This design comes from an exercise in tuning for small area on the open sky130 flow, not from production work.

== run A ==
Design convolutional_layer_1, start of the top module:
module convolutional_layer_1 (
  input signed [7:0] in,
  input clk, en,
  output signed [191:0] out
);
  reg [7:0] u [0:132];
  integer i;
  wire [16:0] en_n, en_p;
  genvar g, b;
  generate
    for (g = 0; g < 17; g = g + 1) begin : sel
      inv_cell in0 (.a(en), .y(en_n[g]));
      inv_cell in1 (.a(en_n[g]), .y(en_p[g]));
    end
  endgenerate
  wire [7:0] prv [0:132];
  wire [7:0] nxt [0:132];
  assign prv[0] = {~in[7], in[6:0]};
  generate
    for (g = 0; g < 133; g = g + 1) begin : hold
      if (g > 0) begin : link
        assign prv[g] = u[g-1];
      end
      for (b = 0; b < 8; b = b + 1) begin : bt
        wire y;
        hold_mux h (.d(prv[g][b]), .q(u[g][b]), .e(en_p[g / 8]), .e_n(en_n[g / 8]), .y(y));
        assign nxt[g][b] = y;
      end
    end
  endgenerate
  always @(posedge clk) begin
    for (i = 0; i < 133; i = i + 1) u[i] <= nxt[i];
  end
  wire [7:0] x0 = u[0];
  wire [7:0] x1 = u[1];
  wire [7:0] x2 = u[2];
  wire [7:0] x3 = u[3];
  wire [7:0] x4 = u[4];
  wire [7:0] x5 = u[32];
  wire [7:0] x6 = u[33];
  wire [7:0] x7 = u[34];
  wire [7:0] x8 = u[35];
  wire [7:0] x9 = u[36];
  wire [7:0] x10 = u[64];
  wire [7:0] x11 = u[65];
  wire [7:0] x12 = u[66];
  wire [7:0] x13 = u[67];
  wire [7:0] x14 = u[68];
  wire [7:0] x15 = u[96];
  wire [7:0] x16 = u[97];
  wire [7:0] x17 = u[98];
  wire [7:0] x18 = u[99];
  wire [7:0] x19 = u[100];
  wire [7:0] x20 = u[128];
  wire [7:0] x21 = u[129];
  wire [7:0] x22 = u[130];
  wire [7:0] x23 = u[131];
  wire [7:0] x24 = u[132];
  wire i1 = ~x15[0];
  wire s2, c3;
  ha_cell hs2 (.a(x8[0]), .b(i1), .s(s2), .co(c3));
  wire i4 = ~x15[1];
  wire s5, c6;
  fa_cell fs5 (.a(x8[1]), .b(i4), .c(c3), .s(s5), .co(c6));
  wire i7 = ~x15[2];
  wire s8, c9;
  fa_cell fs8 (.a(x8[2]), .b(i7), .c(c6), .s(s8), .co(c9));
  wire i10 = ~x15[3];
  wire s11, c12;
  fa_cell fs11 (.a(x8[3]), .b(i10), .c(c9), .s(s11), .co(c12));
  wire i13 = ~x15[4];
  wire s14, c15;
  ...
Size in the first run: ~4700 cells after synthesis, roughly 1100 flip-flops, roughly 200 I/O pins, about 70000 sq um of cells after synthesis.
export LEC_CHECK = 0
export CAP_MARGIN = 20
export CORE_MARGIN = 2
export CORE_UTILIZATION = 55
export CTS_BUF_LIST = sky130_fd_sc_hd__clkbuf_16
export CTS_CLUSTER_DIAMETER = 100
export CTS_CLUSTER_SIZE = 25
export SLEW_MARGIN = 20
export SYNTH_HIERARCHICAL = 1
export SYNTH_MINIMUM_KEEP_SIZE = 0
create_clock -name core_clock -period 18.0 [get_ports {clk}]
standard.sh (not shown) runs the stock make flow with config.mk's settings and CLKGATE_MAP_FILE= SYNTH_SCRIPT=/design/flow/synth_recipe.tcl, a recipe that flattens the netlist after the stock synthesis.
==> flow/flow/run.sh <==
#!/bin/bash
# Standard synthesis and layout with small port buffers; after placement the constant
# output ports of each map share one tie cell.
set -e
bash standard.sh synth > synth.log 2>&1
bash standard.sh BUFFER_PORTS_ARGS="-buffer_cell sky130_fd_sc_hd__buf_1" GPL_KEEP_OVERFLOW=0 place > place.log 2>&1
ODB=orfs/results/sky130hd/convolutional_layer_1/base/3_place.odb openroad -no_init -exit flow/merge_ties.tcl > merge_ties.log 2>&1
bash standard.sh BUFFER_PORTS_ARGS="-buffer_cell sky130_fd_sc_hd__buf_1" GPL_KEEP_OVERFLOW=0 finish > layout.log 2>&1
==> flow/flow/merge_ties.tcl <==
# Let one tie cell drive all the constant output ports of a map instead of one tie cell each.
read_db $::env(ODB)
set block [[[ord::get_db] getChip] getBlock]
array set keep {}
set removed 0
foreach inst [$block getInsts] {
  if {[[$inst getMaster] getName] ne "sky130_fd_sc_hd__conb_1"} { continue }
  set net "NULL"
  set pin ""
  foreach it [$inst getITerms] {
    set n [$it getNet]
    if {$n ne "NULL" && [[$it getMTerm] getName] in {LO HI}} { set net $n; set pin [[$it getMTerm] getName] }
  }
  if {$net eq "NULL"} { continue }
  set bts [$net getBTerms]
  if {[llength $bts] != 1 || [llength [$net getITerms]] != 1} { continue }
  set name [[lindex $bts 0] getName]
  if {![regexp {^out\[(\d+)\]$} $name -> idx]} { continue }
  set key "$pin[expr {$idx / 32}]"
  if {![info exists keep($key)]} { set keep($key) $net; continue }
  set bt [lindex $bts 0]
  $bt disconnect
  $bt connect $keep($key)
  odb::dbInst_destroy $inst
  odb::dbNet_destroy $net
  incr removed
}
puts "merge_ties: removed $removed tie cells"
write_db $::env(ODB)
Inputs modified between run A and run B:
==> flow/flow/run.sh <==
#!/bin/bash
# Standard synthesis and layout with small port buffers; after placement the constant
# output ports of each map share one tie cell.
set -e
bash standard.sh synth > synth.log 2>&1
bash standard.sh BUFFER_PORTS_ARGS="-buffer_cell sky130_fd_sc_hd__buf_1" place > place.log 2>&1
ODB=orfs/results/sky130hd/convolutional_layer_1/base/3_place.odb openroad -no_init -exit flow/merge_ties.tcl > merge_ties.log 2>&1
bash standard.sh BUFFER_PORTS_ARGS="-buffer_cell sky130_fd_sc_hd__buf_1" finish > layout.log 2>&1
Results
- Run A finished all stages; the layout is clean.
- The flow did not stop early for run B: all stages ran, and the layout cleared the timing, DRC and antenna checks.
- Run B reports its worst setup path endpoint as out[99] while run A reports out[43].
- Comparing run B and run A, the lower final cell count without fillers was measured on run A.
- met3 layer wire length in the routed design was higher in the run labelled run B.
- Going from run A to run B, slew of the pin with the lowest slew margin shrinks by 0.030 ns.
No functional check of the RTL was part of any run of this note.

-- re-timing with driven ports --
Ports are ideal in the flow. The routed layouts listed here were re-timed in OpenROAD.
Step 1: set_driving_cell puts a clkbuf_16 on clk and a buf_2 on each other input, an assumption about the parent block.
Step 2 times the ports against the registers' clock, not the clock port: input delays grow and output delays shrink by t, the midpoint of the rising clock arrivals with the driver on.
a / b / c = ideal / step 1 / step 2; a / b = the first two.
run	t, ns	slack for setup (ns)	clock arrival spread, ns	slew at the worst register clock pin (ns)	worst slew at a driven data input, ns
run A	0.770	0.424 / 0.339 / 1.109	0.065 / 0.066	0.10 / 0.10	0.08
run B	0.754	0.412 / 0.335 / 1.089	0.034 / 0.034	0.11 / 0.11	0.09
After both steps setup and hold are still met in every run listed.
